This design comes from an exercise in tuning for small area on the open sky130 flow, not from production work.
The RTL was checked by simulation tests, not by an equivalence proof against the original design.
Power and IR drop assume default switching activity.

### flow/run.sh
#!/bin/bash
# synth_recipe.tcl (not shown) runs the flow's synth.tcl, then flattens the netlist and writes it again
# the make line also repeats each setting of config.mk as NAME=value (left out here)
make -C /OpenROAD-flow-scripts/flow DESIGN_CONFIG=/design/flow/config.mk WORK_HOME=/design/flow/orfs CLKGATE_MAP_FILE= SYNTH_SCRIPT=/design/flow/synth_recipe.tcl finish
### flow/config.mk
export PLATFORM = sky130hd
export DESIGN_NAME = top
export DESIGN_NICKNAME = top
export VERILOG_FILES = /design/flow/design.v
export SDC_FILE = /design/flow/constraint.sdc
export NUM_CORES = 4
export LEC_CHECK = 0
export CAP_MARGIN = 20
export CORE_MARGIN = 2
export CORE_UTILIZATION = 40
export SLEW_MARGIN = 20
export SYNTH_HIERARCHICAL = 1
export SYNTH_MINIMUM_KEEP_SIZE = 0
### flow/constraint.sdc
create_clock -name core_clock -period 10.0 [get_ports {clk}]
set_input_delay 2.0000 -clock core_clock [delete_from_list [all_inputs] [get_ports {clk}]]
set_output_delay 2.0000 -clock core_clock [all_outputs]
set_load 0.01 [all_outputs]
### flow/design.v
module top(y, x, c0, c1, c2, clk, rst);
input clk;
input rst;
input [7:0] x;
input [7:0] c0;
input [7:0] c1;
input [7:0] c2;
output [15:0] y;
reg [7:0] xd;
reg [7:0] c0d;
reg [15:0] s2q;
wire [7:0] xg = x & {8{~rst}};
wire [7:0] xdg = xd & {8{~rst}};
wire [15:0] s2n;
wire p1;
wire p2;
wire p3;
wire p4;
wire p5;
wire p6;
wire p7;
wire p8;
wire p9;
wire p10;
wire p11;
wire p12;
wire p13;
wire p14;
wire p15;
wire p16;
wire p17;
wire p18;
wire p19;
wire p20;
wire p21;
wire p22;
wire p23;
wire p24;
wire p25;
wire p26;
wire p27;
wire p28;
wire p29;
wire p30;
wire p31;
wire p32;
wire p33;
wire p34;
wire p35;
wire p36;
wire p37;
wire p38;
wire p39;
wire p40;
wire p41;
wire p42;
wire p43;
wire p44;
wire p45;
wire p46;
wire p47;
wire p48;
wire p49;
wire p50;
wire p51;
wire p52;
wire p53;
wire p54;
wire p55;
wire p56;
wire p57;
wire p58;
wire p59;
wire p60;
wire p61;
wire p62;
wire p63;
wire p64;
wire p65;
wire p66;
wire p67;
wire p68;
wire p69;
wire p70;
wire p71;
wire p72;
wire p73;
wire p74;
wire p75;
wire p76;
wire p77;
wire p78;
wire p79;
wire p80;
wire p81;
wire p82;
wire p83;
wire p84;
wire p85;
wire p86;
wire p87;
wire p88;
wire p89;
wire p90;
wire p91;
wire p92;
wire p93;
wire p94;
wire p95;
wire p96;
wire p97;
wire p98;
wire p99;
wire p100;
wire p101;
wire p102;
wire p103;
wire p104;
wire p105;
wire p106;
wire p107;
wire p108;
wire p109;
wire p110;
wire p111;
wire p112;
wire p113;
wire p114;
wire p115;
wire p116;
wire p117;
wire p118;
wire p119;
wire p120;
wire p121;
wire p122;
wire p123;
wire p124;
wire p125;
wire p126;
wire p127;
wire p128;
wire n129;
wire n130;
wire s131;
wire c132;
wire s133;
wire c134;
wire n135;
wire s136;
wire c137;
wire s138;
wire c139;
wire s140;
wire c141;
wire s142;
wire c143;
wire s144;
wire c145;
wire s146;
wire c147;
wire s148;
wire c149;
wire s150;
wire c151;
wire s152;
wire c153;
wire s154;
wire c155;
wire s156;
wire c157;
wire s158;
wire c159;
wire s160;
wire c161;
wire s162;
wire c163;
wire s164;
wire c165;
wire s166;
wire c167;
wire s168;
wire c169;
wire s170;
wire c171;
wire n172;
wire n173;
wire s174;
wire c175;
wire s176;
wire c177;
wire s178;
wire c179;
wire s180;
wire c181;
wire s182;
wire c183;
wire s184;
wire c185;
wire s186;
wire c187;
wire s188;
wire c189;
wire s190;
wire c191;
wire s192;
wire c193;
wire n194;
wire s195;
wire c196;
wire s197;
wire c198;
wire s199;
wire c200;
wire s201;
wire c202;
wire s203;
wire c204;
wire s205;
wire c206;
wire s207;
wire c208;
wire s209;
wire c210;
wire s211;
wire c212;
wire s213;
wire c214;
wire s215;
wire c216;
wire s217;
wire c218;
wire s219;
wire c220;
wire s221;
wire c222;
wire s223;
wire c224;
wire s225;
wire c226;
wire s227;
wire c228;
wire s229;
wire c230;
wire s231;
wire c232;
wire s233;
wire c234;
wire s235;
wire c236;
wire s237;
wire c238;
wire s239;
wire c240;
wire s241;
wire c242;
wire s243;
wire c244;
wire s245;
wire c246;
wire s247;
wire c248;
wire s249;
wire c250;
wire s251;
wire c252;
wire s253;
wire c254;
wire s255;
wire c256;
wire s257;
wire c258;
wire s259;
wire c260;
wire s261;
wire c262;
wire s263;
wire c264;
wire s265;
wire c266;
wire s267;
wire c268;
wire s269;
wire c270;
wire s271;
wire c272;
wire s273;
wire c274;
wire s275;
wire c276;
wire s277;
wire c278;
wire s279;
wire c280;
wire s281;
wire c282;
wire s283;
wire c284;
wire s285;
wire c286;
wire s287;
wire c288;
wire s289;
wire c290;
wire s291;
wire c292;
wire s293;
wire c294;
wire s295;
wire c296;
wire s297;
wire c298;
wire s299;
wire c300;
wire n301;
wire n302;
wire s303;
wire c304;
wire s305;
wire c306;
wire s307;
wire c308;
wire s309;
wire c310;
wire s311;
wire c312;
wire s313;
wire c314;
wire s315;
wire c316;
wire s317;
wire c318;
wire s319;
wire c320;
wire s321;
wire c322;
wire s323;
wire c324;
wire n325;
wire s326;
wire c327;
wire s328;
wire c329;
wire s330;
wire c331;
wire s332;
wire c333;
wire s334;
wire c335;
wire s336;
wire c337;
wire s338;
wire c339;
wire s340;
wire c341;
wire s342;
wire c343;
wire s344;
wire c345;
wire s346;
wire c347;
wire s348;
wire c349;
wire s350;
wire c351;
wire s352;
wire c353;
wire s354;
wire c355;
wire s356;
wire c357;
wire s358;
wire c359;
wire s360;
wire c361;
wire s362;
wire c363;
wire s364;
wire c365;
wire s366;
wire c367;
wire s368;
wire c369;
wire s370;
wire c371;
wire s372;
wire c373;
wire s374;
wire c375;
wire x376;
wire x377;
wire p378;
wire p379;
wire p380;
wire p381;
wire p382;
wire p383;
wire p384;
wire p385;
wire p386;
wire p387;
wire p388;
wire p389;
wire p390;
wire p391;
wire p392;
wire p393;
wire p394;
wire p395;
wire p396;
wire p397;
wire p398;
wire p399;
wire p400;
wire p401;
wire p402;
wire p403;
wire p404;
wire p405;
wire p406;
wire p407;
wire p408;
wire p409;
wire p410;
wire p411;
wire p412;
wire p413;
wire p414;
wire p415;
wire p416;
wire p417;
wire p418;
wire p419;
wire p420;
wire p421;
wire p422;
wire p423;
wire p424;
wire p425;
wire p426;
wire p427;
wire p428;
wire p429;
wire p430;
wire p431;
wire p432;
wire p433;
wire p434;
wire p435;
wire p436;
wire p437;
wire p438;
wire p439;
wire p440;
wire p441;
wire n442;
wire s443;
wire c444;
wire s445;
wire c446;
wire n447;
wire s448;
wire c449;
wire s450;
wire c451;
wire s452;
wire c453;
wire n454;
wire s455;
wire c456;
wire n457;
wire s458;
wire c459;
wire s460;
wire c461;
wire s462;
wire c463;
wire n464;
wire n465;
wire s466;
wire c467;
wire s468;
wire c469;
wire s470;
wire c471;
wire s472;
wire c473;
wire s474;
wire c475;
wire n476;
wire s477;
wire c478;
wire s479;
wire c480;
wire s481;
wire c482;
wire s483;
wire c484;
wire s485;
wire c486;
wire s487;
wire c488;
wire n489;
wire s490;
wire c491;
wire s492;
wire c493;
wire s494;
wire c495;
wire s496;
wire c497;
wire s498;
wire c499;
wire s500;
wire c501;
wire s502;
wire c503;
wire n504;
wire s505;
wire c506;
wire s507;
wire c508;
wire s509;
wire c510;
wire s511;
wire c512;
wire s513;
wire c514;
wire s515;
wire c516;
wire s517;
wire c518;
wire s519;
wire c520;
wire n521;
wire s522;
wire c523;
wire s524;
wire c525;
wire s526;
wire c527;
wire s528;
wire c529;
wire s530;
wire c531;
wire s532;
wire c533;
wire s534;
wire c535;
wire s536;
wire c537;
wire n538;
wire s539;
wire c540;
wire n541;
wire s542;
wire c543;
wire s544;
wire c545;
wire s546;
wire c547;
wire n548;
wire s549;
wire c550;
wire s551;
wire c552;
wire s553;
wire c554;
wire s555;
wire c556;
wire n557;
wire s558;
wire c559;
wire s560;
wire c561;
wire s562;
wire c563;
wire s564;
wire c565;
wire s566;
wire c567;
wire n568;
wire n569;
wire s570;
wire c571;
wire s572;
wire c573;
wire s574;
wire c575;
wire s576;
wire c577;
wire s578;
wire c579;
wire n580;
wire s581;
wire c582;
wire s583;
wire c584;
wire s585;
wire c586;
wire s587;
wire c588;
wire s589;
wire c590;
wire s591;
wire c592;
wire s593;
wire c594;
wire s595;
wire c596;
wire s597;
wire c598;
wire s599;
wire c600;
wire x601;
wire x602;
wire [5:0] t603;
wire y604;
wire y605;
wire n606;
wire y607;
wire n608;
wire y609;
wire n610;
wire y611;
wire n612;
wire y613;
assign p1 = ~(xdg[0] & c0d[0]);
assign p2 = ~(xdg[0] & c0d[1]);
assign p3 = ~(xdg[0] & c0d[2]);
assign p4 = ~(xdg[0] & c0d[3]);
assign p5 = ~(xdg[0] & c0d[4]);
assign p6 = ~(xdg[0] & c0d[5]);
assign p7 = ~(xdg[0] & c0d[6]);
assign p8 = xdg[0] & c0d[7];
assign p9 = ~(xdg[1] & c0d[0]);
assign p10 = ~(xdg[1] & c0d[1]);
assign p11 = ~(xdg[1] & c0d[2]);
assign p12 = ~(xdg[1] & c0d[3]);
assign p13 = ~(xdg[1] & c0d[4]);
assign p14 = ~(xdg[1] & c0d[5]);
assign p15 = ~(xdg[1] & c0d[6]);
assign p16 = xdg[1] & c0d[7];
assign p17 = ~(xdg[2] & c0d[0]);
assign p18 = ~(xdg[2] & c0d[1]);
assign p19 = ~(xdg[2] & c0d[2]);
assign p20 = ~(xdg[2] & c0d[3]);
assign p21 = ~(xdg[2] & c0d[4]);
assign p22 = ~(xdg[2] & c0d[5]);
assign p23 = ~(xdg[2] & c0d[6]);
assign p24 = xdg[2] & c0d[7];
assign p25 = ~(xdg[3] & c0d[0]);
assign p26 = ~(xdg[3] & c0d[1]);
assign p27 = ~(xdg[3] & c0d[2]);
assign p28 = ~(xdg[3] & c0d[3]);
assign p29 = ~(xdg[3] & c0d[4]);
assign p30 = ~(xdg[3] & c0d[5]);
assign p31 = ~(xdg[3] & c0d[6]);
assign p32 = xdg[3] & c0d[7];
assign p33 = ~(xdg[4] & c0d[0]);
assign p34 = ~(xdg[4] & c0d[1]);
assign p35 = ~(xdg[4] & c0d[2]);
assign p36 = ~(xdg[4] & c0d[3]);
assign p37 = ~(xdg[4] & c0d[4]);
assign p38 = ~(xdg[4] & c0d[5]);
assign p39 = ~(xdg[4] & c0d[6]);
assign p40 = xdg[4] & c0d[7];
assign p41 = ~(xdg[5] & c0d[0]);
assign p42 = ~(xdg[5] & c0d[1]);
assign p43 = ~(xdg[5] & c0d[2]);
assign p44 = ~(xdg[5] & c0d[3]);
assign p45 = ~(xdg[5] & c0d[4]);
assign p46 = ~(xdg[5] & c0d[5]);
assign p47 = ~(xdg[5] & c0d[6]);
assign p48 = xdg[5] & c0d[7];
assign p49 = ~(xdg[6] & c0d[0]);
assign p50 = ~(xdg[6] & c0d[1]);
assign p51 = ~(xdg[6] & c0d[2]);
assign p52 = ~(xdg[6] & c0d[3]);
assign p53 = ~(xdg[6] & c0d[4]);
assign p54 = ~(xdg[6] & c0d[5]);
assign p55 = ~(xdg[6] & c0d[6]);
assign p56 = xdg[6] & c0d[7];
assign p57 = xdg[7] & c0d[0];
assign p58 = xdg[7] & c0d[1];
assign p59 = xdg[7] & c0d[2];
assign p60 = xdg[7] & c0d[3];
assign p61 = xdg[7] & c0d[4];
assign p62 = xdg[7] & c0d[5];
assign p63 = xdg[7] & c0d[6];
assign p64 = ~(xdg[7] & c0d[7]);
assign p65 = ~(xg[0] & c1[0]);
assign p66 = ~(xg[0] & c1[1]);
assign p67 = ~(xg[0] & c1[2]);
assign p68 = ~(xg[0] & c1[3]);
assign p69 = ~(xg[0] & c1[4]);
assign p70 = ~(xg[0] & c1[5]);
assign p71 = ~(xg[0] & c1[6]);
assign p72 = xg[0] & c1[7];
assign p73 = ~(xg[1] & c1[0]);
assign p74 = ~(xg[1] & c1[1]);
assign p75 = ~(xg[1] & c1[2]);
assign p76 = ~(xg[1] & c1[3]);
assign p77 = ~(xg[1] & c1[4]);
assign p78 = ~(xg[1] & c1[5]);
assign p79 = ~(xg[1] & c1[6]);
assign p80 = xg[1] & c1[7];
assign p81 = ~(xg[2] & c1[0]);
assign p82 = ~(xg[2] & c1[1]);
assign p83 = ~(xg[2] & c1[2]);
assign p84 = ~(xg[2] & c1[3]);
assign p85 = ~(xg[2] & c1[4]);
assign p86 = ~(xg[2] & c1[5]);
assign p87 = ~(xg[2] & c1[6]);
assign p88 = xg[2] & c1[7];
assign p89 = ~(xg[3] & c1[0]);
assign p90 = ~(xg[3] & c1[1]);
assign p91 = ~(xg[3] & c1[2]);
assign p92 = ~(xg[3] & c1[3]);
assign p93 = ~(xg[3] & c1[4]);
assign p94 = ~(xg[3] & c1[5]);
assign p95 = ~(xg[3] & c1[6]);
assign p96 = xg[3] & c1[7];
assign p97 = ~(xg[4] & c1[0]);
assign p98 = ~(xg[4] & c1[1]);
assign p99 = ~(xg[4] & c1[2]);
assign p100 = ~(xg[4] & c1[3]);
assign p101 = ~(xg[4] & c1[4]);
assign p102 = ~(xg[4] & c1[5]);
assign p103 = ~(xg[4] & c1[6]);
assign p104 = xg[4] & c1[7];
assign p105 = ~(xg[5] & c1[0]);
assign p106 = ~(xg[5] & c1[1]);
assign p107 = ~(xg[5] & c1[2]);
assign p108 = ~(xg[5] & c1[3]);
assign p109 = ~(xg[5] & c1[4]);
assign p110 = ~(xg[5] & c1[5]);
assign p111 = ~(xg[5] & c1[6]);
assign p112 = xg[5] & c1[7];
assign p113 = ~(xg[6] & c1[0]);
assign p114 = ~(xg[6] & c1[1]);
assign p115 = ~(xg[6] & c1[2]);
assign p116 = ~(xg[6] & c1[3]);
assign p117 = ~(xg[6] & c1[4]);
assign p118 = ~(xg[6] & c1[5]);
assign p119 = ~(xg[6] & c1[6]);
assign p120 = xg[6] & c1[7];
assign p121 = xg[7] & c1[0];
assign p122 = xg[7] & c1[1];
assign p123 = xg[7] & c1[2];
assign p124 = xg[7] & c1[3];
assign p125 = xg[7] & c1[4];
assign p126 = xg[7] & c1[5];
assign p127 = xg[7] & c1[6];
assign p128 = ~(xg[7] & c1[7]);
assign n129 = ~p1;
assign n130 = ~p65;
ha_cell u132 (.a(n129), .b(n130), .s(s131), .co(c132));
fa_cell u134 (.a(p2), .b(p9), .c(p66), .s(s133), .co(c134));
assign n135 = ~c132;
fa_cell u137 (.a(p73), .b(n135), .c(s133), .s(s136), .co(c137));
ha_cell u139 (.a(p3), .b(p10), .s(s138), .co(c139));
fa_cell u141 (.a(p17), .b(p67), .c(p74), .s(s140), .co(c141));
fa_cell u143 (.a(p81), .b(s138), .c(c134), .s(s142), .co(c143));
fa_cell u145 (.a(s140), .b(c137), .c(s142), .s(s144), .co(c145));
ha_cell u147 (.a(p4), .b(p11), .s(s146), .co(c147));
fa_cell u149 (.a(p18), .b(p25), .c(p68), .s(s148), .co(c149));
fa_cell u151 (.a(p75), .b(p82), .c(p89), .s(s150), .co(c151));
fa_cell u153 (.a(c139), .b(s146), .c(c141), .s(s152), .co(c153));
fa_cell u155 (.a(s148), .b(s150), .c(c143), .s(s154), .co(c155));
fa_cell u157 (.a(s152), .b(s154), .c(c145), .s(s156), .co(c157));
fa_cell u159 (.a(p5), .b(p12), .c(p19), .s(s158), .co(c159));
fa_cell u161 (.a(p26), .b(p33), .c(p69), .s(s160), .co(c161));
fa_cell u163 (.a(p76), .b(p83), .c(p90), .s(s162), .co(c163));
fa_cell u165 (.a(p97), .b(c147), .c(c149), .s(s164), .co(c165));
fa_cell u167 (.a(c151), .b(s158), .c(s160), .s(s166), .co(c167));
fa_cell u169 (.a(s162), .b(c153), .c(s164), .s(s168), .co(c169));
fa_cell u171 (.a(s166), .b(c155), .c(s168), .s(s170), .co(c171));
assign n172 = ~c157;
assign n173 = ~s170;
ha_cell u175 (.a(n172), .b(n173), .s(s174), .co(c175));
ha_cell u177 (.a(p6), .b(p13), .s(s176), .co(c177));
fa_cell u179 (.a(p20), .b(p27), .c(p34), .s(s178), .co(c179));
fa_cell u181 (.a(p41), .b(p70), .c(p77), .s(s180), .co(c181));
fa_cell u183 (.a(p84), .b(p91), .c(p98), .s(s182), .co(c183));
fa_cell u185 (.a(p105), .b(s176), .c(c159), .s(s184), .co(c185));
fa_cell u187 (.a(c161), .b(c163), .c(s178), .s(s186), .co(c187));
fa_cell u189 (.a(s180), .b(s182), .c(c165), .s(s188), .co(c189));
fa_cell u191 (.a(s184), .b(c167), .c(s186), .s(s190), .co(c191));
fa_cell u193 (.a(c169), .b(s188), .c(s190), .s(s192), .co(c193));
assign n194 = ~c175;
fa_cell u196 (.a(c171), .b(s192), .c(n194), .s(s195), .co(c196));
ha_cell u198 (.a(p7), .b(p14), .s(s197), .co(c198));
fa_cell u200 (.a(p21), .b(p28), .c(p35), .s(s199), .co(c200));
fa_cell u202 (.a(p42), .b(p49), .c(p71), .s(s201), .co(c202));
fa_cell u204 (.a(p78), .b(p85), .c(p92), .s(s203), .co(c204));
fa_cell u206 (.a(p99), .b(p106), .c(p113), .s(s205), .co(c206));
fa_cell u208 (.a(c177), .b(s197), .c(c179), .s(s207), .co(c208));
fa_cell u210 (.a(c181), .b(c183), .c(s199), .s(s209), .co(c210));
fa_cell u212 (.a(s201), .b(s203), .c(s205), .s(s211), .co(c212));
fa_cell u214 (.a(c185), .b(c187), .c(s207), .s(s213), .co(c214));
fa_cell u216 (.a(s209), .b(s211), .c(c189), .s(s215), .co(c216));
fa_cell u218 (.a(c191), .b(s213), .c(s215), .s(s217), .co(c218));
fa_cell u220 (.a(c193), .b(s217), .c(c196), .s(s219), .co(c220));
ha_cell u222 (.a(p8), .b(p15), .s(s221), .co(c222));
fa_cell u224 (.a(p22), .b(p29), .c(p36), .s(s223), .co(c224));
fa_cell u226 (.a(p43), .b(p50), .c(p57), .s(s225), .co(c226));
fa_cell u228 (.a(p72), .b(p79), .c(p86), .s(s227), .co(c228));
fa_cell u230 (.a(p93), .b(p100), .c(p107), .s(s229), .co(c230));
fa_cell u232 (.a(p114), .b(p121), .c(c198), .s(s231), .co(c232));
fa_cell u234 (.a(s221), .b(c200), .c(c202), .s(s233), .co(c234));
fa_cell u236 (.a(c204), .b(c206), .c(s223), .s(s235), .co(c236));
fa_cell u238 (.a(s225), .b(s227), .c(s229), .s(s237), .co(c238));
fa_cell u240 (.a(s231), .b(c208), .c(c210), .s(s239), .co(c240));
fa_cell u242 (.a(s233), .b(c212), .c(s235), .s(s241), .co(c242));
fa_cell u244 (.a(s237), .b(c214), .c(s239), .s(s243), .co(c244));
fa_cell u246 (.a(s241), .b(c216), .c(s243), .s(s245), .co(c246));
fa_cell u248 (.a(c218), .b(s245), .c(c220), .s(s247), .co(c248));
ha_cell u250 (.a(p16), .b(p23), .s(s249), .co(c250));
fa_cell u252 (.a(p30), .b(p37), .c(p44), .s(s251), .co(c252));
fa_cell u254 (.a(p51), .b(p58), .c(p80), .s(s253), .co(c254));
fa_cell u256 (.a(p87), .b(p94), .c(p101), .s(s255), .co(c256));
fa_cell u258 (.a(p108), .b(p115), .c(p122), .s(s257), .co(c258));
fa_cell u260 (.a(c222), .b(s249), .c(c224), .s(s259), .co(c260));
fa_cell u262 (.a(c226), .b(c228), .c(c230), .s(s261), .co(c262));
fa_cell u264 (.a(s251), .b(s253), .c(s255), .s(s263), .co(c264));
fa_cell u266 (.a(s257), .b(c232), .c(c234), .s(s265), .co(c266));
fa_cell u268 (.a(c236), .b(s259), .c(s261), .s(s267), .co(c268));
fa_cell u270 (.a(c238), .b(s263), .c(c240), .s(s269), .co(c270));
fa_cell u272 (.a(s265), .b(c242), .c(s267), .s(s271), .co(c272));
fa_cell u274 (.a(s269), .b(c244), .c(s271), .s(s273), .co(c274));
fa_cell u276 (.a(c246), .b(s273), .c(c248), .s(s275), .co(c276));
fa_cell u278 (.a(p24), .b(p31), .c(p38), .s(s277), .co(c278));
fa_cell u280 (.a(p45), .b(p52), .c(p59), .s(s279), .co(c280));
fa_cell u282 (.a(p88), .b(p95), .c(p102), .s(s281), .co(c282));
fa_cell u284 (.a(p109), .b(p116), .c(p123), .s(s283), .co(c284));
fa_cell u286 (.a(c250), .b(c252), .c(c254), .s(s285), .co(c286));
fa_cell u288 (.a(c256), .b(c258), .c(s277), .s(s287), .co(c288));
fa_cell u290 (.a(s279), .b(s281), .c(s283), .s(s289), .co(c290));
fa_cell u292 (.a(c260), .b(c262), .c(s285), .s(s291), .co(c292));
fa_cell u294 (.a(c264), .b(s287), .c(s289), .s(s293), .co(c294));
fa_cell u296 (.a(c266), .b(c268), .c(s291), .s(s295), .co(c296));
fa_cell u298 (.a(s293), .b(c270), .c(c272), .s(s297), .co(c298));
fa_cell u300 (.a(s295), .b(c274), .c(s297), .s(s299), .co(c300));
assign n301 = ~s299;
assign n302 = ~c276;
ha_cell u304 (.a(n301), .b(n302), .s(s303), .co(c304));
fa_cell u306 (.a(p32), .b(p39), .c(p46), .s(s305), .co(c306));
fa_cell u308 (.a(p53), .b(p60), .c(p96), .s(s307), .co(c308));
fa_cell u310 (.a(p103), .b(p110), .c(p117), .s(s309), .co(c310));
fa_cell u312 (.a(p124), .b(c278), .c(c280), .s(s311), .co(c312));
fa_cell u314 (.a(c282), .b(c284), .c(s305), .s(s313), .co(c314));
fa_cell u316 (.a(s307), .b(s309), .c(c286), .s(s315), .co(c316));
fa_cell u318 (.a(c288), .b(s311), .c(c290), .s(s317), .co(c318));
fa_cell u320 (.a(s313), .b(c292), .c(s315), .s(s319), .co(c320));
fa_cell u322 (.a(c294), .b(s317), .c(c296), .s(s321), .co(c322));
fa_cell u324 (.a(s319), .b(c298), .c(s321), .s(s323), .co(c324));
assign n325 = ~c304;
fa_cell u327 (.a(c300), .b(s323), .c(n325), .s(s326), .co(c327));
fa_cell u329 (.a(p40), .b(p47), .c(p54), .s(s328), .co(c329));
fa_cell u331 (.a(p61), .b(p104), .c(p111), .s(s330), .co(c331));
fa_cell u333 (.a(p118), .b(p125), .c(c306), .s(s332), .co(c333));
fa_cell u335 (.a(c308), .b(c310), .c(s328), .s(s334), .co(c335));
fa_cell u337 (.a(s330), .b(c312), .c(c314), .s(s336), .co(c337));
fa_cell u339 (.a(s332), .b(s334), .c(c316), .s(s338), .co(c339));
fa_cell u341 (.a(c318), .b(s336), .c(s338), .s(s340), .co(c341));
fa_cell u343 (.a(c320), .b(c322), .c(s340), .s(s342), .co(c343));
fa_cell u345 (.a(c324), .b(s342), .c(c327), .s(s344), .co(c345));
fa_cell u347 (.a(p48), .b(p55), .c(p62), .s(s346), .co(c347));
fa_cell u349 (.a(p112), .b(p119), .c(p126), .s(s348), .co(c349));
fa_cell u351 (.a(c329), .b(c331), .c(s346), .s(s350), .co(c351));
fa_cell u353 (.a(s348), .b(c333), .c(c335), .s(s352), .co(c353));
fa_cell u355 (.a(s350), .b(c337), .c(s352), .s(s354), .co(c355));
fa_cell u357 (.a(c339), .b(s354), .c(c341), .s(s356), .co(c357));
fa_cell u359 (.a(s356), .b(c343), .c(c345), .s(s358), .co(c359));
fa_cell u361 (.a(p56), .b(p63), .c(p120), .s(s360), .co(c361));
fa_cell u363 (.a(p127), .b(c347), .c(c349), .s(s362), .co(c363));
fa_cell u365 (.a(s360), .b(c351), .c(s362), .s(s364), .co(c365));
fa_cell u367 (.a(c353), .b(s364), .c(c355), .s(s366), .co(c367));
fa_cell u369 (.a(s366), .b(c357), .c(c359), .s(s368), .co(c369));
fa_cell u371 (.a(p64), .b(p128), .c(c361), .s(s370), .co(c371));
fa_cell u373 (.a(c363), .b(s370), .c(c365), .s(s372), .co(c373));
fa_cell u375 (.a(s372), .b(c367), .c(c369), .s(s374), .co(c375));
assign x376 = c371 ^ c373;
assign x377 = x376 ^ c375;
assign p378 = ~(x[0] & c2[0]);
assign p379 = ~(x[0] & c2[1]);
assign p380 = ~(x[0] & c2[2]);
assign p381 = ~(x[0] & c2[3]);
assign p382 = ~(x[0] & c2[4]);
assign p383 = ~(x[0] & c2[5]);
assign p384 = ~(x[0] & c2[6]);
assign p385 = x[0] & c2[7];
assign p386 = ~(x[1] & c2[0]);
assign p387 = ~(x[1] & c2[1]);
assign p388 = ~(x[1] & c2[2]);
assign p389 = ~(x[1] & c2[3]);
assign p390 = ~(x[1] & c2[4]);
assign p391 = ~(x[1] & c2[5]);
assign p392 = ~(x[1] & c2[6]);
assign p393 = x[1] & c2[7];
assign p394 = ~(x[2] & c2[0]);
assign p395 = ~(x[2] & c2[1]);
assign p396 = ~(x[2] & c2[2]);
assign p397 = ~(x[2] & c2[3]);
assign p398 = ~(x[2] & c2[4]);
assign p399 = ~(x[2] & c2[5]);
assign p400 = ~(x[2] & c2[6]);
assign p401 = x[2] & c2[7];
assign p402 = ~(x[3] & c2[0]);
assign p403 = ~(x[3] & c2[1]);
assign p404 = ~(x[3] & c2[2]);
assign p405 = ~(x[3] & c2[3]);
assign p406 = ~(x[3] & c2[4]);
assign p407 = ~(x[3] & c2[5]);
assign p408 = ~(x[3] & c2[6]);
assign p409 = x[3] & c2[7];
assign p410 = ~(x[4] & c2[0]);
assign p411 = ~(x[4] & c2[1]);
assign p412 = ~(x[4] & c2[2]);
assign p413 = ~(x[4] & c2[3]);
assign p414 = ~(x[4] & c2[4]);
assign p415 = ~(x[4] & c2[5]);
assign p416 = ~(x[4] & c2[6]);
assign p417 = x[4] & c2[7];
assign p418 = ~(x[5] & c2[0]);
assign p419 = ~(x[5] & c2[1]);
assign p420 = ~(x[5] & c2[2]);
assign p421 = ~(x[5] & c2[3]);
assign p422 = ~(x[5] & c2[4]);
assign p423 = ~(x[5] & c2[5]);
assign p424 = ~(x[5] & c2[6]);
assign p425 = x[5] & c2[7];
assign p426 = ~(x[6] & c2[0]);
assign p427 = ~(x[6] & c2[1]);
assign p428 = ~(x[6] & c2[2]);
assign p429 = ~(x[6] & c2[3]);
assign p430 = ~(x[6] & c2[4]);
assign p431 = ~(x[6] & c2[5]);
assign p432 = ~(x[6] & c2[6]);
assign p433 = x[6] & c2[7];
assign p434 = x[7] & c2[0];
assign p435 = x[7] & c2[1];
assign p436 = x[7] & c2[2];
assign p437 = x[7] & c2[3];
assign p438 = x[7] & c2[4];
assign p439 = x[7] & c2[5];
assign p440 = x[7] & c2[6];
assign p441 = ~(x[7] & c2[7]);
assign n442 = ~p378;
ha_cell u444 (.a(s2q[0]), .b(n442), .s(s443), .co(c444));
fa_cell u446 (.a(s2q[1]), .b(p379), .c(p386), .s(s445), .co(c446));
assign n447 = ~s445;
ha_cell u449 (.a(c444), .b(n447), .s(s448), .co(c449));
ha_cell u451 (.a(s2q[2]), .b(p380), .s(s450), .co(c451));
fa_cell u453 (.a(p387), .b(p394), .c(s450), .s(s452), .co(c453));
assign n454 = ~c449;
fa_cell u456 (.a(c446), .b(s452), .c(n454), .s(s455), .co(c456));
assign n457 = ~s455;
fa_cell u459 (.a(s2q[3]), .b(p381), .c(p388), .s(s458), .co(c459));
fa_cell u461 (.a(p395), .b(p402), .c(c451), .s(s460), .co(c461));
fa_cell u463 (.a(s458), .b(c453), .c(s460), .s(s462), .co(c463));
assign n464 = ~s462;
assign n465 = ~c456;
ha_cell u467 (.a(n464), .b(n465), .s(s466), .co(c467));
ha_cell u469 (.a(p382), .b(p389), .s(s468), .co(c469));
fa_cell u471 (.a(p396), .b(p403), .c(p410), .s(s470), .co(c471));
fa_cell u473 (.a(s468), .b(c459), .c(s470), .s(s472), .co(c473));
fa_cell u475 (.a(c461), .b(s472), .c(c463), .s(s474), .co(c475));
assign n476 = ~s474;
fa_cell u478 (.a(s2q[4]), .b(n476), .c(c467), .s(s477), .co(c478));
fa_cell u480 (.a(s2q[5]), .b(p383), .c(p390), .s(s479), .co(c480));
fa_cell u482 (.a(p397), .b(p404), .c(p411), .s(s481), .co(c482));
fa_cell u484 (.a(p418), .b(c469), .c(c471), .s(s483), .co(c484));
fa_cell u486 (.a(s479), .b(s481), .c(c473), .s(s485), .co(c486));
fa_cell u488 (.a(s483), .b(s485), .c(c475), .s(s487), .co(c488));
assign n489 = ~s487;
ha_cell u491 (.a(n489), .b(c478), .s(s490), .co(c491));
fa_cell u493 (.a(s2q[6]), .b(p384), .c(p391), .s(s492), .co(c493));
fa_cell u495 (.a(p398), .b(p405), .c(p412), .s(s494), .co(c495));
fa_cell u497 (.a(p419), .b(p426), .c(c480), .s(s496), .co(c497));
fa_cell u499 (.a(c482), .b(s492), .c(s494), .s(s498), .co(c499));
fa_cell u501 (.a(c484), .b(s496), .c(s498), .s(s500), .co(c501));
fa_cell u503 (.a(c486), .b(s500), .c(c488), .s(s502), .co(c503));
assign n504 = ~s502;
ha_cell u506 (.a(n504), .b(c491), .s(s505), .co(c506));
fa_cell u508 (.a(s2q[7]), .b(p385), .c(p392), .s(s507), .co(c508));
fa_cell u510 (.a(p399), .b(p406), .c(p413), .s(s509), .co(c510));
fa_cell u512 (.a(p420), .b(p427), .c(p434), .s(s511), .co(c512));
fa_cell u514 (.a(c493), .b(c495), .c(s507), .s(s513), .co(c514));
fa_cell u516 (.a(s509), .b(s511), .c(c497), .s(s515), .co(c516));
fa_cell u518 (.a(c499), .b(s513), .c(s515), .s(s517), .co(c518));
fa_cell u520 (.a(c501), .b(s517), .c(c503), .s(s519), .co(c520));
assign n521 = ~s519;
ha_cell u523 (.a(c506), .b(n521), .s(s522), .co(c523));
ha_cell u525 (.a(s2q[8]), .b(p393), .s(s524), .co(c525));
fa_cell u527 (.a(p400), .b(p407), .c(p414), .s(s526), .co(c527));
fa_cell u529 (.a(p421), .b(p428), .c(p435), .s(s528), .co(c529));
fa_cell u531 (.a(s524), .b(c508), .c(c510), .s(s530), .co(c531));
fa_cell u533 (.a(c512), .b(s526), .c(s528), .s(s532), .co(c533));
fa_cell u535 (.a(c514), .b(s530), .c(s532), .s(s534), .co(c535));
fa_cell u537 (.a(c516), .b(s534), .c(c518), .s(s536), .co(c537));
assign n538 = ~c523;
fa_cell u540 (.a(s536), .b(c520), .c(n538), .s(s539), .co(c540));
assign n541 = ~s539;
fa_cell u543 (.a(p401), .b(p408), .c(p415), .s(s542), .co(c543));
fa_cell u545 (.a(p422), .b(p429), .c(p436), .s(s544), .co(c545));
fa_cell u547 (.a(c525), .b(c527), .c(c529), .s(s546), .co(c547));
assign n548 = ~s2q[9];
fa_cell u550 (.a(n548), .b(s542), .c(s544), .s(s549), .co(c550));
fa_cell u552 (.a(c531), .b(s546), .c(c533), .s(s551), .co(c552));
fa_cell u554 (.a(s549), .b(c535), .c(s551), .s(s553), .co(c554));
fa_cell u556 (.a(s553), .b(c537), .c(c540), .s(s555), .co(c556));
assign n557 = ~s555;
fa_cell u559 (.a(s2q[10]), .b(p409), .c(p416), .s(s558), .co(c559));
fa_cell u561 (.a(p423), .b(p430), .c(p437), .s(s560), .co(c561));
fa_cell u563 (.a(c543), .b(c545), .c(s558), .s(s562), .co(c563));
fa_cell u565 (.a(s560), .b(c547), .c(c550), .s(s564), .co(c565));
fa_cell u567 (.a(s562), .b(c552), .c(s564), .s(s566), .co(c567));
assign n568 = ~c554;
assign n569 = ~s566;
ha_cell u571 (.a(n568), .b(n569), .s(s570), .co(c571));
fa_cell u573 (.a(s2q[11]), .b(p417), .c(p424), .s(s572), .co(c573));
fa_cell u575 (.a(p431), .b(p438), .c(c559), .s(s574), .co(c575));
fa_cell u577 (.a(c561), .b(s572), .c(c563), .s(s576), .co(c577));
fa_cell u579 (.a(s574), .b(c565), .c(s576), .s(s578), .co(c579));
assign n580 = ~c571;
fa_cell u582 (.a(c567), .b(s578), .c(n580), .s(s581), .co(c582));
fa_cell u584 (.a(s2q[12]), .b(p425), .c(p432), .s(s583), .co(c584));
fa_cell u586 (.a(p439), .b(c573), .c(s583), .s(s585), .co(c586));
fa_cell u588 (.a(c575), .b(s585), .c(c577), .s(s587), .co(c588));
fa_cell u590 (.a(s587), .b(c579), .c(c582), .s(s589), .co(c590));
fa_cell u592 (.a(s2q[13]), .b(p433), .c(p440), .s(s591), .co(c592));
fa_cell u594 (.a(c584), .b(s591), .c(c586), .s(s593), .co(c594));
fa_cell u596 (.a(s593), .b(c588), .c(c590), .s(s595), .co(c596));
fa_cell u598 (.a(s2q[14]), .b(p441), .c(c592), .s(s597), .co(c598));
fa_cell u600 (.a(s597), .b(c594), .c(c596), .s(s599), .co(c600));
assign x601 = s2q[15] ^ c598;
assign x602 = x601 ^ c600;
inc_and6 u603 (.a({~s599, ~s595, ~s589, ~s581, s570, ~c556}), .t(t603));
assign y604 = s570 ^ t603[0];
assign y605 = s581 ^ t603[1];
assign n606 = ~y605;
assign y607 = s589 ^ t603[2];
assign n608 = ~y607;
assign y609 = s595 ^ t603[3];
assign n610 = ~y609;
assign y611 = s599 ^ t603[4];
assign n612 = ~y611;
assign y613 = x602 ^ t603[5];
assign y[0] = s443;
assign s2n[0] = s131;
assign y[1] = s448;
assign s2n[1] = s136;
assign y[2] = n457;
assign s2n[2] = s144;
assign y[3] = s466;
assign s2n[3] = s156;
assign y[4] = s477;
assign s2n[4] = s174;
assign y[5] = s490;
assign s2n[5] = s195;
assign y[6] = s505;
assign s2n[6] = s219;
assign y[7] = s522;
assign s2n[7] = s247;
assign y[8] = n541;
assign s2n[8] = s275;
assign y[9] = n557;
assign s2n[9] = s303;
assign y[10] = y604;
assign s2n[10] = s326;
assign y[11] = n606;
assign s2n[11] = s344;
assign y[12] = n608;
assign s2n[12] = s358;
assign y[13] = n610;
assign s2n[13] = s368;
assign y[14] = n612;
assign s2n[14] = s374;
assign y[15] = y613;
assign s2n[15] = x377;
always @(posedge clk) begin
  xd <= xg;
  c0d <= c0;
  s2q <= s2n;
end
endmodule
module fa_cell(input a, input b, input c, output s, output co);
assign s = a ^ b ^ c;
assign co = (a & b) | (a & c) | (b & c);
endmodule
module ha_cell(input a, input b, output s, output co);
assign s = a ^ b;
assign co = a & b;
endmodule
module inc_and6(input [5:0] a, output [5:0] t);
genvar i;
assign t[0] = a[0];
generate for (i = 1; i < 6; i = i + 1) begin : g
  assign t[i] = &a[i:0];
end endgenerate
endmodule
==> results.cfg, run 1 <==
[run_status]
status = no timing/DRC/antenna violations

[pwr]
power.leakage_nw = 2.41
p_per_area_mw_per_mm2 = 339
vdd.ir_drop.worst_mv = 0.295

[detailed_routing]
wl_per_cell_um = 16.4
route.final.wire_length_um = 12100
drt_drc_violations_left = 0
drt-pass1-iter-count = 5
routed-via-count = 3647
via_per_inst = 4.97
first_iter_violations = 184
postRouteAntennaNets = 0

[critical_path]
crit_arrival_ns = 7.77
timing.rr.end = s2q[15]
worstPathMaxFanout = 8
startpoint_type = input port
setup.reg_to_reg.worst_slack_ns = 3.04
crit_required_ns = 8.00
crit-reg2reg-launch = c0d[0]
critical_path_class = in2out
critical_path.endpoint_type = primary output
logic_depth_of_the_worst_register_to_register_path = 23

[yosys]
mappedNetlistArea_sq_mm = 0.00578
synth.avg_cell_area_sq_um = 10.9
synth.net_count = 754
ys_seq_elements = 32
yosysWarnings = 7
post_synth_inst_count = 530
post_synth_num_cell_types = 21
ys_seq_area_share_pct = 11.1

[placed_design]
placed_cell_areas_sq_mm = 0.00635
place_hpwl_um = 10600
place_congestion = 0.912
placement.io_buffers = 49

[global_routing]
grt_start_max_net_pins = 12
global_route_wire_length_before_repair_um = 20800
top_usage_layer = met2
grt_use_total_pct = 17.0
groute.layer.met2.usage_pct = 29.6
gr-usage-met1_pct = 21.8
grt.met3_usage_pct = 2.54
overflow = 0
antenna_found_initial = 0
grt_pass1_vias = 4281

[min_path]
worstHoldStart = c0d[0]
class_of_the_tightest_hold_or_removal_check = reg2reg
worstHoldPathCells = 2
min_to = s2q[0]

[clocking]
holdBufCountCts = 0
clkLatencyLatePin_ns = 0.29
ctsHtreeMaxLevel = 2
clock-sinks = 32
ctsLongestPathBuffers = 2
cts.root.buffer_cell = sky130_fd_sc_hd__clkbuf_16
clk_transition_reported_paths_ns = 0.05
cts_setup_buffers = 0
cts_buffers = 5
tritoncts = done

[floorplan]
die_w_um = 124
coreArea_sq_mm = 0.0140
rows = 43
ios = 50
start_util_pct = 41.3
die_height_um = 124
floorplan.die_area_sq_mm = 0.0154

[sta]
clock.fmax_mhz = 102
layout_worst_path_cycle_share_pct = 97.7
totalNegativeSetupSlack_ns = 0
skew_ns = 0.00630
slew_headroom_pct = 59.7
slew_violations = 0
timing.final.setup_violations = 0
final_hold_viol_count = 0
period_minus_slack_ns = 9.77
rsz0062_at_grt = false
tightest_slew_ns = 0.602

[flow_run]
max_cap_viol_count = 0

[finish]
flip_flop_and_latch_area_sq_um = 641
finalInstanceArea_sq_mm = 0.00653
layout-drive-gt1-share_pct = 5.78
syn2layout_area_growth_pct = 12.9
final_cell_mix = sky130_fd_sc_hd__fa_1, sky130_fd_sc_hd__nand2_1, sky130_fd_sc_hd__and2_1, sky130_fd_sc_hd__clkdlybuf4s50_1, sky130_fd_sc_hd__dfxtp_1
final_nets = 777
antenna_diode_count = 0
multiInputGateArea_sq_mm = 0.00475
layout_commonest_cell = sky130_fd_sc_hd__fa_1
finalCoreUtilization_pct = 46.7
layout.filler_cells = 1323
## logic make-up after synthesis
kind of cell / count (synthesis) / share of synthesized area, %
and+or+nand+nor: 218 / 17.2
DFF: 32 / 11.1
buffers and inverters: 80 / 6.86
xor gates and xnor gates: 10 / 1.51
adders and majority gates: 190 / 63.3
## power by group
| group | total, mW | internal, mW | switching, mW |
|---|---|---|---|
| registers | 0.196 | 0.174 | 0.0224 |
| logic | 1.84 | 0.997 | 0.841 |
| clock network | 0.178 | 0.117 | 0.0606 |
| total | 2.21 | 1.29 | 0.924 |
## per-stage QoR
stage	hold WS [ns]	instances	setup slack (ns)	total power [mW]
6_report	0.633	734	0.231	2.21
5_1_grt	0.655	734	0.0265	2.49
4_1_cts	0.638	734	0.188	2.28
3_5_place_dp	0.615	726	0.217	2.09
3_3_place_gp	0.616	726	0.266	2.07
2_1_floorplan	0.545	530	1.40	1.70
## critical path, stage by stage
cell                              delay [ns]
sky130_fd_sc_hd__clkdlybuf4s50_1        0.66
sky130_fd_sc_hd__nand2_1                0.12
sky130_fd_sc_hd__ha_1                   0.31
sky130_fd_sc_hd__fa_1                   0.39
sky130_fd_sc_hd__fa_1                   0.42
sky130_fd_sc_hd__fa_1                   0.39
sky130_fd_sc_hd__fa_1                   0.39
sky130_fd_sc_hd__fa_1                   0.38
sky130_fd_sc_hd__fa_1                   0.43
sky130_fd_sc_hd__inv_1                  0.06
sky130_fd_sc_hd__ha_1                   0.14
sky130_fd_sc_hd__inv_1                  0.05
sky130_fd_sc_hd__fa_1                   0.37
sky130_fd_sc_hd__fa_1                   0.36
sky130_fd_sc_hd__inv_1                  0.13
sky130_fd_sc_hd__nand3_1                0.12
sky130_fd_sc_hd__nor2_1                 0.16
sky130_fd_sc_hd__xor2_1                 0.19
sky130_fd_sc_hd__xnor2_1                0.13
sky130_fd_sc_hd__clkdlybuf4s50_1        0.55
## registers in the layout, indices dropped and copies added, names as in the netlist
name,flops
c0d,8
xd,8
s2q,16
## per-module statistics from Yosys (local to each module, per instance)
module    flops+latches  times used
ha_cell               0          19
inc_and6              0           1
fa_cell               0         171
top                  32           1
## worst max path at each step
stage	start	end	slack, ns	cells past startpoint
5_1_grt	c2[2]	y[15]	0.03	20
3_5_place_dp	x[0]	y[15]	0.22	20
3_3_place_gp	x[0]	y[15]	0.27	20
2_1_floorplan	c2[2]	y[15]	1.40	20
4_1_cts	x[0]	y[15]	0.19	20
6_report	c2[2]	y[15]	0.23	20
## routing by layer
layer  vias to the layer above  wire [um]
met2                       109       6240
met4                         0        327
met1                      1931       4880
met5                         -          0
met3                        25        615
li1                       1582          -
## cell type report
| class | instances | share of cell area [%] |
|---|---|---|
| clock buffers | 5 | 1.92 |
| clock inverters | 3 | 0.652 |
| inverters | 28 | 1.61 |
| multi-input cells | 418 | 72.7 |
| flip-flops and latches | 32 | 9.81 |
| well taps | 180 | 3.45 |
| repair buffers | 68 | 9.85 |
## cells in the mapped netlist (all sizes together)
library cell  number  area [sq um]
nor2               2          7.51
and3               2          13.8
nand2            148           556
dfxtp             32           641
nor2b             18           120
buf               44           260
clkbuf             8          31.3
nand3              2          10.0
fa               171          3420
and2              46           290
inv               28           105
xor2               2          17.5
xnor2              8          70.1
ha                19           238
## repair_timing
item / in CTS / in global routing
endpoints found under the hold margin: 0 / 0
gates resized for setup: 0 / 4
endpoints found under the setup margin: 0 / 1
==> inputs of run 2 (changes only) <==
==> flow/flow/run.sh (new file) <==
#!/bin/bash
# The standard layout (standard.sh, unchanged synthesis and steps), with
# one difference: the buffers that global placement puts on every input and
# output port are the platform's smallest buffer, not the delay buffer that
# buffer_ports picks by default. The resizer may still upsize them later.
set -euo pipefail
export BUFFER_PORTS_ARGS="-buffer_cell sky130_fd_sc_hd__buf_1"
bash standard.sh > standard.log 2>&1
==> flow/standard.sh (new file) <==
#!/bin/bash
# synth_recipe.tcl (not shown) runs the flow's synth.tcl, then flattens the netlist and writes it again
# the make line also repeats each setting of config.mk as NAME=value (left out here)
make -C /OpenROAD-flow-scripts/flow DESIGN_CONFIG=/design/flow/config.mk WORK_HOME=/design/flow/orfs CLKGATE_MAP_FILE= SYNTH_SCRIPT=/design/flow/synth_recipe.tcl "${@:-finish}"
removed: flow/run.sh
==> results.cfg, run 2 <==
[placed_design]
place_congestion = 0.869
place_hpwl_um = 10500
dp_worst_setup_slack_ns = 0.804
placement.io_buffers = 49
placed_cells = 710

[floorplan]
rows = 43
coreArea_sq_mm = 0.0140
die_w_um = 124
floorplan.die_area_sq_mm = 0.0154
die_height_um = 124
start_util_pct = 41.3
ios = 50

[global_routing]
grt_use_total_pct = 16.6
overflow = 0
antenna_found_initial = 0
grt_pass1_vias = 4277
grt_start_max_net_pins = 11
global_route_wire_length_before_repair_um = 20500

[clocking]
tritoncts = done
cts.root.buffer_cell = sky130_fd_sc_hd__clkbuf_16
cts_setup_buffers = 0
post_cts.resized_instances = 0
ctsHtreeMaxLevel = 2
cts_buffers = 5
holdBufCountCts = 0
clkLatencyLatePin_ns = 0.29
clock-sinks = 32
ctsLongestPathBuffers = 2
clk_transition_reported_paths_ns = 0.06

[finish]
largest_register_ff_count = 16
largestRegisters = s2q: 16 flops, c0d: 8 flops, xd: 8 flops
post_layout_nonfiller_instances = 718
final_cell_mix = sky130_fd_sc_hd__fa_1, sky130_fd_sc_hd__nand2_1, sky130_fd_sc_hd__buf_1, sky130_fd_sc_hd__and2_1, sky130_fd_sc_hd__dfxtp_1
largest_register = s2q
final_nets = 761
layout_commonest_cell = sky130_fd_sc_hd__fa_1
antenna_diode_count = 0
layout.filler_cells = 1336
layout-drive-gt1-share_pct = 2.97
syn2layout_area_growth_pct = 5.58

[sta]
slew_violations = 0
rsz0062_at_grt = false
period_minus_slack_ns = 9.16
timing.final.setup_violations = 0
setup_ws_ns = 0.840
final_hold_viol_count = 0
layout_worst_path_cycle_share_pct = 91.6
slew_headroom_pct = 42.8
clock.fmax_mhz = 109
totalNegativeSetupSlack_ns = 0
skew_ns = 0.00882
tightest_slew_ns = 0.856

[yosys]
synth.net_count = 754
ys_seq_elements = 32
post-synth-top-area-cell = sky130_fd_sc_hd__fa_1
post_synth_inst_count = 530
mappedNetlistArea_sq_mm = 0.00578
ys.flop_type = sky130_fd_sc_hd__dfxtp_1
synth_edf_count = 0
synth.avg_cell_area_sq_um = 10.9
most_instantiated_cells_after_synthesis = sky130_fd_sc_hd__fa_1, sky130_fd_sc_hd__nand2_1, sky130_fd_sc_hd__and2_1
synth.most_common_cell = sky130_fd_sc_hd__fa_1
ys_seq_area_share_pct = 11.1
netlist.area_leader.share_pct = 59.2
post_synth_num_cell_types = 21
synth_async_sr_flop_share_pct = 0
main_area_contributors_after_synthesis = sky130_fd_sc_hd__fa_1, sky130_fd_sc_hd__dfxtp_1, sky130_fd_sc_hd__nand2_1
yosysWarnings = 7

[pwr]
vdd.ir_drop.worst_mv = 0.259
power.net_switching_uw = 914
internal_power_uw = 983
power.leakage_nw = 2.17
sequentialPowerShare_pct = 10.3
power.share.switching_pct = 48.2
power.share.clock_pct = 10.1
p_per_area_mw_per_mm2 = 311
power.share.combinational_pct = 79.6

[critical_path]
startpoint_type = input port
crit_required_ns = 8.00
crit_arrival_ns = 7.16
worstPathMaxFanout = 8
critical_path.endpoint_type = primary output
critical_path_class = in2out

[detailed_routing]
wl_per_cell_um = 17.0
drt-pass1-iter-count = 6
first_iter_violations = 187
drt_drc_violations_left = 0
via_per_inst = 5.04
routed-via-count = 3622
route.final.wire_length_um = 12200
postRouteAntennaNets = 0

[run_status]
status = no timing/DRC/antenna violations

[min_path]
class_of_the_tightest_hold_or_removal_check = reg2reg

[flow_run]
max_cap_viol_count = 0
run 2: power groups by stage:
| stage | Clock [mW] | Sequential [mW] | Combinational (mW) |
|---|---|---|---|
| after floorplan | 0 | 0.191 | 1.51 |
| after global placement | 0 | 0.200 | 1.52 |
| after detailed placement | 0 | 0.199 | 1.56 |
| after CTS | 0.197 | 0.196 | 1.57 |
| after global routing | 0.203 | 0.199 | 1.76 |
| final | 0.192 | 0.196 | 1.51 |
run 2: layout make-up:
| class | instances | area (sq um) | area share (%) |
|---|---|---|---|
| tap | 180 | 225 | 3.69 |
| sequential | 32 | 641 | 10.5 |
| clock inverter | 1 | 30.0 | 0.492 |
| multi-input combinational | 418 | 4750 | 77.7 |
| clock buffer | 7 | 153 | 2.50 |
| inverter | 28 | 105 | 1.72 |
| timing repair buffer | 52 | 206 | 3.38 |
run 2: metrics by stage:
step | hold slack [ns] | cell area, sq um | total power [mW] | utilization, %
2_1_floorplan | 0.545 | 5780 | 1.70 | -
6_report | 0.631 | 6110 | 1.90 | 43.6
3_3_place_gp | 0.632 | 5920 | 1.72 | 42.3
4_1_cts | 0.631 | 6110 | 1.96 | 43.6
3_5_place_dp | 0.617 | 5920 | 1.76 | 42.3
5_1_grt | 0.667 | 6110 | 2.16 | 43.6
run 2: critical path, stage by stage:
cell and delay, ns:
sky130_fd_sc_hd__buf_1 0.36, sky130_fd_sc_hd__nand2_1 0.12, sky130_fd_sc_hd__ha_1 0.32, sky130_fd_sc_hd__fa_1 0.41, sky130_fd_sc_hd__fa_1 0.42, sky130_fd_sc_hd__fa_1 0.40, sky130_fd_sc_hd__fa_1 0.40, sky130_fd_sc_hd__fa_1 0.39
sky130_fd_sc_hd__fa_1 0.43, sky130_fd_sc_hd__inv_1 0.07, sky130_fd_sc_hd__ha_1 0.14, sky130_fd_sc_hd__inv_1 0.05, sky130_fd_sc_hd__fa_1 0.37, sky130_fd_sc_hd__fa_1 0.38, sky130_fd_sc_hd__inv_1 0.14, sky130_fd_sc_hd__nand3_1 0.12
sky130_fd_sc_hd__nor2_1 0.15, sky130_fd_sc_hd__xor2_1 0.19, sky130_fd_sc_hd__xnor2_1 0.14, sky130_fd_sc_hd__buf_1 0.16
run 2: modules after synthesis (local to each module, per instance):
| module | copies in the design | cells | area (sq um) |
|---|---|---|---|
| fa_cell | 171 | 1 | 20.0 |
| ha_cell | 19 | 1 | 12.5 |
| inc_and6 | 1 | 9 | 51.3 |
| top | 1 | 331 | 2070 |
run 2: routing by layer:
| metal | global-route usage [%] | up-vias | wire length (um) |
|---|---|---|---|
| li1 | - | 1548 | - |
| met1 | 21.0 | 1917 | 4880 |
| met2 | 28.4 | 133 | 6360 |
| met3 | 3.66 | 24 | 730 |
| met4 | 5.29 | 0 | 269 |
| met5 | 0 | - | 0 |
run 2: final timing paths:
check | from | to | slack, ns | cells past startpoint
setup / recovery | c2[2] | y[15] | 0.84 | 20
hold / removal | c0d[0] | s2q[0] | 0.63 | 2
setup reg to reg | xd[2] | s2q[15] | 2.97 | 23
hold reg to reg | c0d[0] | s2q[0] | 0.63 | 2
run 2: cells by family after synthesis:
family | count (synthesis) | synth area share [%]
simple gates | 218 | 17.2
buf+inv | 80 | 6.86
flops | 32 | 11.1
fa+ha+maj | 190 | 63.3
xor+xnor | 10 | 1.51

-- separate check: timing with driven ports --
The results above use ideal ports. As a check the final layouts listed here were re-extracted and re-timed, cells and wires unchanged. Step 1 assumes that a clkbuf_16 drives the clock port and a buf_2 every other input. Step 2 adds t to the input delays and takes it off the output delays; t is the mean of the earliest and latest rising clock arrival at the registers after step 1. Input paths then give back, and output paths get back, about the clock's delay inside the block. a / b / c = ideal / step 1 / step 2; a / b = the first two.
| run | t, ns | setup slack, ns | worst setup path after step 2 | slew at the worst register clock pin (ns) | worst data-port slew with drivers (ns) |
|---|---|---|---|---|---|
| run 1 | 0.320 | 0.231 / 0.206 / 0.206 | input to output | 0.06 / 0.06 | 0.05 |
| run 2 | 0.319 | 0.840 / 0.813 / 0.791 | input to register | 0.06 / 0.06 | 0.05 |
After both steps every run listed still meets setup and hold. For run 2, which loses most, drivers alone change the setup slack by -0.027 ns; drivers and shift together by -0.049 ns.
